What follows belongs to an exercise in optimizing a design on an open flow for small area; a production flow would make more cautious choices. RTL that was checked went through simulation tests only; none was proved equivalent to the original.

## the baseline
==> module Array, before the edit <==
module Array (
  input  wire        clk  ,
  input  wire        rst  ,
  input  wire        start,
  input  wire [31:0] a_in ,
  input  wire [31:0] w_in ,
  output wire [31:0] y_out,
  output wire        ready,
  output wire        done
);
  reg [4:0] cnt;
  always @(posedge clk or posedge rst) begin
    if (rst) cnt <= 5'd0;
    else if (cnt == 5'd0) cnt <= start ? 5'd1 : 5'd0;
    else if (cnt == 5'd17) cnt <= 5'd0;
    else cnt <= cnt + 5'd1;
  end
  assign ready = cnt == 5'd0;
  assign done  = cnt == 5'd17;
  wire load = (cnt >= 5'd1) && (cnt <= 5'd4);
  reg [7:0] r [0:3][0:3];
  always @(posedge clk) begin
    for (int j = 0; j < 4; j++) begin
      r[0][j] <= load ? w_in[8*j+:8] : r[1][j];
      r[1][j] <= r[0][j];
      r[2][j] <= load ? r[1][j] : r[3][j];
      r[3][j] <= r[2][j];
    end
  end
  reg  phase;
  wire phase_next = (cnt == 5'd1) ? 1'b1 : ~phase;
  always @(posedge clk) phase <= phase_next;
  reg [7:0] a0d1, a0d2, a0d3, a1d1, a1d2, a2d1;
  always @(posedge clk) begin
    a0d1 <= a_in[7:0];   a0d2 <= a0d1; a0d3 <= a0d2;
    a1d1 <= a_in[15:8];  a1d2 <= a1d1;
    a2d1 <= a_in[23:16];
  end
  reg [7:0] x0, x1, x2, x3;
  always @(posedge clk) begin
    x0 <= phase_next ? a1d2 : a0d3;
    x1 <= phase_next ? a0d3 : a1d2;
    x2 <= phase_next ? a_in[31:24] : a2d1;
    x3 <= phase_next ? a2d1 : a_in[31:24];
  end
  wire [7:1] xs0, xs1, xs2, xs3;
  generate
    for (genvar k = 1; k < 8; k = k + 1) begin : xsuf
      assign xs0[k] = |x0[7:k];
      assign xs1[k] = |x1[7:k];
      assign xs2[k] = |x2[7:k];
      assign xs3[k] = |x3[7:k];
    end
  endgenerate
  wire [7:0] lowr [0:3];
  wire [3:0] sat_a, sat_b;
  genvar j;
  generate
    for (j = 0; j < 4; j = j + 1) begin : col
      Column c (
        .x0(x0), .x1(x1), .x2(x2), .x3(x3),
        .w0(r[0][j]), .w1(r[1][j]), .w2(r[2][j]), .w3(r[3][j]),
        .xs0(xs0), .xs1(xs1), .xs2(xs2), .xs3(xs3),
        .lowr(lowr[j]), .sat_a(sat_a[j]), .sat_b(sat_b[j])
      );
    end
  endgenerate
  reg [9:0] s0, s1, s2, s3;
  always @(posedge clk) begin
    s0 <= {sat_b[0], sat_a[0], lowr[0]};
    s1 <= {sat_b[1], sat_a[1], lowr[1]};
    s2 <= {sat_b[2], sat_a[2], lowr[2]};
    s3 <= {sat_b[3], sat_a[3], lowr[3]};
  end
  wire [7:0] y0, y1, y2, y3;
  Activation act0 (.sat_a(s0[8]), .sat_b(s0[9]), .lowr(s0[7:0]), .y(y0));
  Activation act1 (.sat_a(s1[8]), .sat_b(s1[9]), .lowr(s1[7:0]), .y(y1));
  Activation act2 (.sat_a(s2[8]), .sat_b(s2[9]), .lowr(s2[7:0]), .y(y2));
  Activation act3 (.sat_a(s3[8]), .sat_b(s3[9]), .lowr(s3[7:0]), .y(y3));
  reg [7:0] r1b, r2b, r2c, r3b, r3c, r3d;
  always @(posedge clk) begin
    r1b <= y1;
    r2b <= y2; r2c <= r2b;
    r3b <= y3; r3c <= r3b; r3d <= r3c;
  end
  assign y_out = {r3d, r2c, r1b, y0};
endmodule
export LEC_CHECK = 0
export CAP_MARGIN = 20
export CORE_MARGIN = 2
export CORE_UTILIZATION = 65
export CTS_CLUSTER_DIAMETER = 100
export CTS_CLUSTER_SIZE = 22
export SLEW_MARGIN = 20
export SYNTH_HIERARCHICAL = 1
create_clock -name core_clock -period 5.0 [get_ports {clk}]
standard.sh (not shown) runs the stock make flow with config.mk's settings and CLKGATE_MAP_FILE= SYNTH_SCRIPT=/design/flow/synth_recipe.tcl, a recipe that flattens the netlist after the stock synthesis.
==> flow/flow/run.sh <==
#!/bin/bash
# The standard layout, with the port buffers made from the smallest buffer.
set -euo pipefail
export BUFFER_PORTS_ARGS="-buffer_cell sky130_fd_sc_hd__buf_1"
bash standard.sh > standard.log 2>&1
The baseline was carried through to the last stage, and its layout satisfied the timing, DRC and antenna checks.
The inputs of the candidate differ from those of the baseline as listed below.
-- flow/design.v --
<<< the baseline, line 397
  assign done  = cnt == 5'd17;
  wire load = (cnt >= 5'd1) && (cnt <= 5'd4);
  reg [7:0] r [0:3][0:3];
  always @(posedge clk) begin
    for (int j = 0; j < 4; j++) begin
      r[0][j] <= load ? w_in[8*j+:8] : r[1][j];
      r[1][j] <= r[0][j];
      r[2][j] <= load ? r[1][j] : r[3][j];
      r[3][j] <= r[2][j];
    end
  end
  reg  phase;
  wire phase_next = (cnt == 5'd1) ? 1'b1 : ~phase;
  always @(posedge clk) phase <= phase_next;
  reg [7:0] a0d1, a0d2, a0d3, a1d1, a1d2, a2d1;
  always @(posedge clk) begin
    a0d1 <= a_in[7:0];   a0d2 <= a0d1; a0d3 <= a0d2;
    a1d1 <= a_in[15:8];  a1d2 <= a1d1;
    a2d1 <= a_in[23:16];
  end
  reg [7:0] x0, x1, x2, x3;
  always @(posedge clk) begin
    x0 <= phase_next ? a1d2 : a0d3;
    x1 <= phase_next ? a0d3 : a1d2;
    x2 <= phase_next ? a_in[31:24] : a2d1;
    x3 <= phase_next ? a2d1 : a_in[31:24];
  end
  wire [7:1] xs0, xs1, xs2, xs3;
  generate
>>> the candidate, line 397
  assign done  = cnt == 5'd17;
  wire load = (cnt >= 5'd1) && (cnt <= 5'd4);
  reg [7:0] w [0:3][0:3];
  always @(posedge clk) begin
    if (load) begin
      for (int j = 0; j < 4; j++) begin
        w[0][j] <= w_in[8*j+:8];
        for (int i = 1; i < 4; i++) w[i][j] <= w[i-1][j];
      end
    end
  end
  reg [7:0] a0d1, a0d2, a0d3, a0d4, a1d1, a1d2, a1d3, a2d1, a2d2, a3d1;
  always @(posedge clk) begin
    a0d1 <= a_in[7:0];   a0d2 <= a0d1; a0d3 <= a0d2; a0d4 <= a0d3;
    a1d1 <= a_in[15:8];  a1d2 <= a1d1; a1d3 <= a1d2;
    a2d1 <= a_in[23:16]; a2d2 <= a2d1;
    a3d1 <= a_in[31:24];
  end
  wire [7:0] x0 = a0d4, x1 = a1d3, x2 = a2d2, x3 = a3d1;
  wire [7:1] xs0, xs1, xs2, xs3;
  generate
<<< the baseline, line 437
    for (j = 0; j < 4; j = j + 1) begin : col
      Column c (
        .x0(x0), .x1(x1), .x2(x2), .x3(x3),
        .w0(r[0][j]), .w1(r[1][j]), .w2(r[2][j]), .w3(r[3][j]),
        .xs0(xs0), .xs1(xs1), .xs2(xs2), .xs3(xs3),
        .lowr(lowr[j]), .sat_a(sat_a[j]), .sat_b(sat_b[j])
>>> the candidate, line 429
    for (j = 0; j < 4; j = j + 1) begin : col
      Column c (
        .x0(a0d4), .x1(a1d3), .x2(a2d2), .x3(a3d1),
        .w0(w[0][j]), .w1(w[1][j]), .w2(w[2][j]), .w3(w[3][j]),
        .xs0(xs0), .xs1(xs1), .xs2(xs2), .xs3(xs3),
        .lowr(lowr[j]), .sat_a(sat_a[j]), .sat_b(sat_b[j])
Notes after the runs:
The candidate completed every stage of the flow, and the final layout passed the timing, DRC and antenna checks. Post-placement cell area was lower in the run labelled the candidate. Diff the baseline -> the candidate: mapped cell area has decreased; utilization of the core after routing increased 1.0 points. The candidate vs. the baseline: first-iteration DRC count increased by 119 relative to the old numbers; length of routed wiring on met1 decreased by 9.3% relative to the old numbers. [compare] base=the baseline new=the candidate: number of clock buffers inserted by TritonCTS barely changed, fraction of the yosys area taken by sequential cells now larger, number of cells in the finished layout apart from fillers down 6.2%, clock skew rose by 5.0 ps.
For the baseline, only the layout was checked, not whether the RTL still works.

what the ideal ports hide:
The results above use ideal ports. As a check the final layouts listed here were re-extracted and re-timed, cells and wires unchanged.
Step 1, drivers: a clkbuf_16 drives clk and a buf_2 each remaining input, both assumed.
Step 2 times the ports against the registers' clock, not the clock port: input delays grow and output delays shrink by t, the midpoint of the rising clock arrivals with the driver on.
a / b / c = ideal ports / drivers / drivers and shift; a / b = the first two.
run	shift t [ns]	setup slack, ns	worst register clock-pin slew, ns	worst slew at a driven data input, ns	pins driven straight from the clock port
the baseline	0.575	0.238 / 0.238 / 0.238	0.10 / 0.10	0.04	1
the candidate	0.552	0.215 / 0.215 / 0.215	0.10 / 0.10	0.05	1
After both steps setup and hold are still met in every run listed.
